From an optimization exercise on the open Yosys and OpenROAD flow, aimed at small area, a short achievable clock period and few clock cycles; shortcuts taken in it are not production practice. In this exercise RTL edits were held to simulation tests only and were not proved equivalent to the original.

==> flow/design.v <==
module mac (
    input  logic [ 7:0] a0,
    input  logic [ 7:0] d0,
    input  logic [ 7:0] a1,
    input  logic [ 7:0] d1,
    output logic [16:0] sum
);
  assign sum = 17'(a0 * d0) + 17'(a1 * d1);
endmodule
module mmu_array (
    input  logic clk,
    input  logic [1:0][3:0][7:0] a,     
    input  logic [3:0][3:0][7:0] d,     
    output logic [1:0][3:0][17:0] res   
);
  logic [1:0][3:0][16:0] p01, p23;
  genvar r, j;
  for (r = 0; r < 2; r++) begin : g_row
    for (j = 0; j < 4; j++) begin : g_col
      logic [16:0] s01, s23;
      mac m01 (.a0(a[r][0]), .d0(d[0][j]), .a1(a[r][1]), .d1(d[1][j]), .sum(s01));
      mac m23 (.a0(a[r][2]), .d0(d[2][j]), .a1(a[r][3]), .d1(d[3][j]), .sum(s23));
      always_ff @(posedge clk) begin
        p01[r][j] <= s01;
        p23[r][j] <= s23;
      end
      assign res[r][j] = 18'(p01[r][j]) + 18'(p23[r][j]);
    end
  end
endmodule
module tile_fifo (
    input  logic rst_n,
    input  logic clk,
    input  logic wr_lo,                   
    input  logic wr_hi,                   
    input  logic [1:0][3:0][17:0] din,    
    input  logic pop,
    output logic pop_rdy,
    output logic [3:0][3:0][17:0] dout
);
  logic [3:0][3:0][17:0] q[3];
  logic [1:0] ndone;   
  logic [1:0] wpos;    
  logic do_pop;
  assign pop_rdy = ndone != 0;
  assign do_pop  = pop && pop_rdy;
  logic [1:0] lo_pos, hi_pos;
  assign lo_pos = ndone - 2'(do_pop);
  assign hi_pos = wpos - 2'(do_pop);
  always_ff @(posedge clk or negedge rst_n) begin
    if (~rst_n) begin
      ndone <= 0;
      wpos  <= 0;
    end else begin
      ndone <= ndone + 2'(wr_hi) - 2'(do_pop);
      if (wr_lo) wpos <= lo_pos;
    end
  end
  always_ff @(posedge clk) begin
    if (do_pop) dout <= q[0];
  end
  genvar e;
  for (e = 0; e < 3; e++) begin : g_ent
    logic lo_here, hi_here;
    assign lo_here = wr_lo && lo_pos == e;
    assign hi_here = wr_hi && hi_pos == e;
    if (e < 2) begin : g_shift
      always_ff @(posedge clk) begin
        if (lo_here) q[e][1:0] <= din;
        else if (do_pop) q[e][1:0] <= q[e+1][1:0];
        if (hi_here) q[e][3:2] <= din;
        else if (do_pop) q[e][3:2] <= q[e+1][3:2];
      end
    end else begin : g_last
      always_ff @(posedge clk) begin
        if (lo_here) q[e][1:0] <= din;
        if (hi_here) q[e][3:2] <= din;
      end
    end
  end
endmodule
module mmu (
    input logic rst_n,
    input logic clk,
    input  logic [3:0][3:0][7:0] new_weight_in,
    output logic new_weight_rdy,
    input  logic new_weight_push,
    input  logic [3:0][3:0][7:0] data_in,
    output logic data_in_rdy,
    input  logic data_in_push,
    output logic [3:0][3:0][17:0] acc_out,
    output logic acc_out_rdy,
    input  logic acc_out_pop,
    output logic weight_ld_rdy,
    input  logic weight_ld_start,
    output logic weight_ld_done,
    input  logic weight_swap,
    output logic mult_rdy,
    input  logic mult_start,
    output logic mult_done
);
  logic [3:0][3:0][7:0] wq, wa, ws;   
  logic wq_v;   
  logic za, zs;   
  logic swapped;   
  logic push_w, ld;
  assign new_weight_rdy = ~wq_v;
  assign push_w = new_weight_push & ~wq_v;
  assign weight_ld_rdy = wq_v & ~(swapped & mult_rdy);
  assign ld = weight_ld_start & weight_ld_rdy;
  always_ff @(posedge clk or negedge rst_n) begin
    if (~rst_n) begin
      wq_v <= 0;
      za <= 1;
      zs <= 1;
      swapped <= 0;
      weight_ld_done <= 0;
    end else begin
      if (push_w) wq_v <= 1;
      else if (ld) wq_v <= 0;
      if (weight_swap) begin
        za <= zs;
        zs <= za;
      end else if (ld) zs <= 0;
      swapped <= weight_swap;
      weight_ld_done <= ld;
    end
  end
  always_ff @(posedge clk) begin
    if (push_w) wq <= new_weight_in;
    if (weight_swap) wa <= ws;
    if (weight_swap) ws <= wa;
    else if (ld) ws <= wq;
  end
  logic [3:0][3:0][7:0] dh, dt;   
  logic dh_v, dt_v;
  logic phase;   
  logic push_d, start;
  assign mult_rdy = dh_v & ~phase;
  assign start = mult_start & mult_rdy;
  assign data_in_rdy = ~(dh_v & dt_v) | phase;
  assign push_d = data_in_push & data_in_rdy;
  always_ff @(posedge clk or negedge rst_n) begin
    if (~rst_n) begin
      dh_v <= 0;
      dt_v <= 0;
      phase <= 0;
      mult_done <= 0;
    end else begin
      if (phase) begin
        dh_v <= dt_v | push_d;
        dt_v <= dt_v & push_d;
      end else if (push_d) begin
        if (dh_v) dt_v <= 1;
        else dh_v <= 1;
      end
      phase <= start;
      mult_done <= start;
    end
  end
  always_ff @(posedge clk) begin
    if (phase) dh <= dt_v ? dt : data_in;
    else if (push_d & ~dh_v) dh <= data_in;
    if (push_d & (phase ? dt_v : dh_v)) dt <= data_in;
  end
  logic [1:0][3:0][7:0] arow;
  logic [1:0][3:0][17:0] res;
  logic wr_hi;
  assign arow = za ? '0 : phase ? wa[3:2] : wa[1:0];
  mmu_array array_unit (
      .clk(clk),
      .a  (arow),
      .d  (dh),
      .res(res)
  );
  always_ff @(posedge clk or negedge rst_n) begin
    if (~rst_n) wr_hi <= 0;
    else wr_hi <= phase;
  end
  tile_fifo out_fifo_unit (
      .rst_n(rst_n),
      .clk(clk),
      .wr_lo(phase),
      .wr_hi(wr_hi),
      .din(res),
      .pop(acc_out_pop),
      .pop_rdy(acc_out_rdy),
      .dout(acc_out)
  );
endmodule
module mmu_4x4 (
    input logic rst_n,
    input logic clk,
    input  logic [127:0] new_weight_in,
    output logic new_weight_rdy,
    input  logic new_weight_push,
    input  logic [127:0] data_in,
    output logic data_in_rdy,
    input  logic data_in_push,
    output logic [511:0] acc_out,
    output logic acc_out_rdy,
    input  logic acc_out_pop,
    output logic weight_ld_rdy,
    input  logic weight_ld_start,
    output logic weight_ld_done,
    input  logic weight_swap,
    output logic mult_rdy,
    input  logic mult_start,
    output logic mult_done
);
  logic [3:0][3:0][17:0] acc;
  mmu mmu_unit (
      .rst_n(rst_n),
      .clk(clk),
      .new_weight_in(new_weight_in),
      .new_weight_rdy(new_weight_rdy),
      .new_weight_push(new_weight_push),
      .data_in(data_in),
      .data_in_rdy(data_in_rdy),
      .data_in_push(data_in_push),
      .acc_out(acc),
      .acc_out_rdy(acc_out_rdy),
      .acc_out_pop(acc_out_pop),
      .weight_ld_rdy(weight_ld_rdy),
      .weight_ld_start(weight_ld_start),
      .weight_ld_done(weight_ld_done),
      .weight_swap(weight_swap),
      .mult_rdy(mult_rdy),
      .mult_start(mult_start),
      .mult_done(mult_done)
  );
  for (genvar e = 0; e < 16; e++) begin : g_out
    assign acc_out[e*32+:32] = {14'b0, acc[e/4][e%4]};
  end
endmodule
==> flow/run.sh <==
#!/bin/bash
# synth_recipe.tcl (not shown) runs the flow's synth.tcl, then flattens the netlist and writes it again
# the make line also repeats each setting of config.mk as NAME=value (left out here)
make -C /OpenROAD-flow-scripts/flow DESIGN_CONFIG=/design/flow/config.mk WORK_HOME=/design/flow/orfs CLKGATE_MAP_FILE= SYNTH_SCRIPT=/design/flow/synth_recipe.tcl finish
==> flow/config.mk <==
export PLATFORM = sky130hd
export DESIGN_NAME = mmu_4x4
export DESIGN_NICKNAME = mmu_4x4
export VERILOG_FILES = /design/flow/design.v
export SDC_FILE = /design/flow/constraint.sdc
export NUM_CORES = 4
export LEC_CHECK = 0
export CAP_MARGIN = 20
export CORE_MARGIN = 2
export CORE_UTILIZATION = 40
export PLACE_DENSITY = 0.6
export SLEW_MARGIN = 20
==> flow/constraint.sdc <==
create_clock -name core_clock -period 10.0 [get_ports {clk}]
set_input_delay 2.0000 -clock core_clock [delete_from_list [all_inputs] [get_ports {clk}]]
set_output_delay 2.0000 -clock core_clock [all_outputs]
set_load 0.01 [all_outputs]
==> run notes <==
## area by class of cell
class | count | share of cell area, %
multi-input combinational | 8932 | 47.7
sequential | 2077 | 35.2
inverter | 2216 | 4.91
timing repair buffer | 747 | 4.24
tap | 4994 | 3.69
clock buffer | 270 | 3.50
clock inverter | 147 | 0.785
antenna | 21 | 0.0310
## logic make-up (layout without fill, tap and decap cells)
group | Yosys count | in the layout | synth area share [%]
compound gates | 1358 | 1358 | 5.42
xor+xnor | 478 | 478 | 2.77
fa+ha+maj | 2694 | 2694 | 29.2
buf+inv | 2966 | 3380 | 7.93
flops | 2077 | 2077 | 39.4
mux | 381 | 381 | 2.80
other cells | 1 | 245 | 0.00248
simple gates | 3797 | 3797 | 12.4
## worst max-delay path, delay by kind of cell, from the launching register on
family / cells / cell delay (ns)
compound gates: 6 / 1.12
xor+xnor: 2 / 0.75
mux: 1 / 0.20
fa+ha+maj: 10 / 4.34
buf+inv: 6 / 0.61
simple gates: 3 / 1.08
flops: 1 / 0.88
## worst paths after layout
check / endpoint
setup / recovery: mmu_unit.array_unit.p23[31]
hold / removal: mmu_unit.out_fifo_unit.dout[37]
setup reg to reg: mmu_unit.array_unit.p23[31]
hold reg to reg: mmu_unit.out_fifo_unit.dout[37]
max in group asynchronous: mmu_unit.za
min in group asynchronous: mmu_unit.out_fifo_unit.wpos[0]
## sequential cells by signal, indices dropped and copies added, names as in the netlist, 2 cells and up
register / count
mmu_unit.out_fifo_unit.ndone: 2
mmu_unit.dt: 128
mmu_unit.out_fifo_unit.wpos: 2
mmu_unit.wq: 128
mmu_unit.wa: 128
mmu_unit.ws: 128
mmu_unit.array_unit.p23: 136
mmu_unit.out_fifo_unit.q: 864
mmu_unit.dh: 128
mmu_unit.array_unit.p01: 136
mmu_unit.out_fifo_unit.dout: 288
## synth_stat cells, types with 61 or more instances
library cell                  n
sky130_fd_sc_hd__a21o_1     155
sky130_fd_sc_hd__a21oi_1    331
sky130_fd_sc_hd__buf_4      224
sky130_fd_sc_hd__edfxtp_1  1792
sky130_fd_sc_hd__fa_1      1386
sky130_fd_sc_hd__ha_1      1308
sky130_fd_sc_hd__nand2_1   1711
sky130_fd_sc_hd__and2_1    1338
sky130_fd_sc_hd__nor2b_1    101
sky130_fd_sc_hd__nor2_1     264
sky130_fd_sc_hd__o21a_1      86
sky130_fd_sc_hd__nand2b_1    61
sky130_fd_sc_hd__mux2_2     305
sky130_fd_sc_hd__xor2_1     167
sky130_fd_sc_hd__nor3_1      91
sky130_fd_sc_hd__dfxtp_1    272
sky130_fd_sc_hd__xnor2_1    311
sky130_fd_sc_hd__inv_1     2216
sky130_fd_sc_hd__clkbuf_1   495
sky130_fd_sc_hd__o21ai_0    538
sky130_fd_sc_hd__mux2i_1     68
## routing by layer
metal	GRT usage, %	up-vias
met5	0	-
met4	6.99	24
met3	3.29	481
met2	33.1	2613
met1	30.9	48125
li1	-	44925
## through the flow
| step | cell area [µm²] | util, % | setup WS [ns] | instances |
|---|---|---|---|---|
| after global routing | 169000 | 45.1 | 0.355 | 19392 |
| after global placement | 162000 | 43.1 | 0.996 | 18965 |
| after CTS | 169000 | 45.0 | 0.863 | 19382 |
| after floorplan | 152000 | - | -1.72 | 13975 |
| after detailed placement | 162000 | 43.1 | 0.907 | 18965 |
| final | 169000 | 45.1 | 0.854 | 19404 |
==> flow_results.org <==
** Cells and area
- Share of final-layout standard cells stronger than drive strength 1 :: 6.83%
- Final nets :: 17159
- Counting the fill cells in the layout gives 34962.
- Most frequent cells in the layout :: sky130_fd_sc_hd__inv_1, sky130_fd_sc_hd__edfxtp_1, sky130_fd_sc_hd__nand2_1
- From synthesis to final layout, the design area changed by 12.1%.
- Flip-flop and latch area :: 59600 µm²
- Most common cell after layout, fill and taps aside :: sky130_fd_sc_hd__inv_1
- Summing all multi-input logic gate instances after layout gives 80700 µm².

** Clocking
- Clock Pin Slew Worst Setup and Hold Paths :: 0.06 ns
- For the worst-skew pair, the clock arrives at the later sink with an insertion delay of 0.96 ns.
- Number of H-tree branching levels :: 4
- The clock passes through at most 4 buffers.
- TritonCTS clock tree :: done
- Root Buffer :: sky130_fd_sc_hd__clkbuf_16
- Counting every sink on the clock net gives 2077.
- Hold-fix buffers, CTS :: 0
- Gates resized during post-CTS repair numbered 0.
- Buffers inserted during clock tree synthesis total 227.
- Setup Fix Bufs, Post-CTS :: 0

** Critical path
- Peak fanout along the critical path :: 31
- The worst register-to-register path has a setup slack of 0.85 ns.
- At the worst endpoint, the required time is 10.79 ns.
- Longest individual stage delay on the worst path :: 0.88 ns
- The worst register-to-register path begins at mmu_unit.mult_done.
- The most numerous cell type found on the critical path is sky130_fd_sc_hd__fa_1.
- STA classifies the critical path endpoint as a flop.
- The slowest stage of the critical path is the sky130_fd_sc_hd__dfrtp_4 cell.
- STA classifies the critical path startpoint as a flop.
- At the worst endpoint, the arrival time is 9.94 ns.
- The critical path starts at mmu_unit.mult_done.
- For the worst flop-to-flop path, the logic depth is 28.
- Worst Path Class, Setup :: reg -> reg

** Drt
- Residual DRC :: 0
- DR vias :: 96168
- Wire segments on met3 add up to 25100 µm in the final route.
- The detailed router used layers up to and including met5.
- Post-Route M1 WL :: 191000 µm
- In the final routed layout, each cell accounts on average for 21.1 µm.
- Vias per std cell :: 4.96
- Final wirelength :: 409000 µm
- The detailed router finished its first iteration with 6666 violations.
- After detailed routing, the met2 layer carries 179000 µm of wire.
- The first detailed-routing pass took 6 iterations.
- Routed Antenna Nets :: 0

** Synthesis
- Number of synthesized register bits :: 2077
- Synthesis produced a netlist whose cell count is 13752.
- Count of warnings emitted by yosys :: 4
- The most used flip-flop cell after synthesis is sky130_fd_sc_hd__edfxtp_1.
- Netlist cell types :: 81
- After synthesis, the largest area contributor takes up 35.6% of total cell area.
- Of the synthesized area, sequential elements account for 39.4%.
- After synthesis the cells add up to 151000 µm².
- Average cell area after synthesis :: 11.0 µm²
- The synthesized design contains 1792 enable-type register cells.
- Of all cell types, the one taking the most synthesized area is sky130_fd_sc_hd__edfxtp_1.
- Of all flip-flops after synthesis, the portion carrying an async set or reset was 0.626%.
- Ranking of synthesized cells by area :: sky130_fd_sc_hd__edfxtp_1, sky130_fd_sc_hd__fa_1, sky130_fd_sc_hd__ha_1

** STA
- Setup repair after global routing missed its margin :: no
- Final setup fails :: 0
- Worst hold slack :: 0.387 ns
- After layout, the worst path uses 91.5% of the clock period.
- Max_slew headroom :: 17.8%
- For the pin with the worst max-slew slack, the measured transition is 1.23 ns.
- The final hold violation count was 0.
- The worst path in the final design needs a cycle of 9.15 ns, including I/O delays and setup.
- Final worst clock skew :: 0.103 ns
- Summed over all failing endpoints, the final setup total negative slack is 0 ns.
- Timing would allow up to 109 MHz.
- Slew Limit Fails :: 0

** Flow run
- Number of maximum-capacitance violations :: 0

** Placed design
- The HPWL after detailed placement is 313000 µm.
- At the end of routability-driven placement, the weighted congestion stood at 0.894.
- The count of buffers added on input and output ports is 558.

** Floorplan
- DIE WIDTH :: 619 µm
- Initial cell density of the core :: 40.2%
- Height of the die :: 619 µm
- The floorplan has 225 rows.
- Number of top-level pins :: 783
- After floorplanning, the core was sized to cover 376000 µm².
- Area enclosed by the die boundary :: 383000 µm²

** GRT
- Pin count of the biggest net entering global routing :: 152
- After global routing the overflow that remains totals 0.
- The via count of the first global-routing pass is 97329.
- The first global-routing pass estimated 618000 µm of wire.
- Global routing used 21.4% of the available tracks across all layers.
- The initial antenna violation count was 35.

** Worst hold path
- Along the worst hold path, the cell count comes to 0.
- In this run the worst hold path is classified as reg -> reg.
- Min-Delay Startpoint :: mmu_unit.out_fifo_unit.q[0][37]

** Status
- The flow ran to the end and the layout has no timing, DRC or antenna violations.
Testbench counts, summed over its fixed seeds: cycles 445.

-- separate check: timing with driven ports --
Ports are ideal in the flow. The routed layout listed here was re-timed in OpenROAD. Step 1 (the two cells are an assumption about what drives the block):
set clk [get_ports {clk}]
set_driving_cell -lib_cell sky130_fd_sc_hd__clkbuf_16 $clk
set_driving_cell -lib_cell sky130_fd_sc_hd__buf_2 [delete_from_list [all_inputs] $clk]
Step 2 times the ports against the registers' clock, not the clock port: input delays grow and output delays shrink by t, the midpoint of the rising clock arrivals with the driver on. a / b / c = ideal / step 1 / step 2; a / b = the first two.
shift t [ns]: 1.020
setup WS [ns]: 0.854 / 0.854 / 0.854
clock arrival spread, ns: 0.108 / 0.109
After both steps this run still meets setup and hold. The setup slack of this run moves by 0.000 ns with the drivers and by 0.000 ns with both steps.
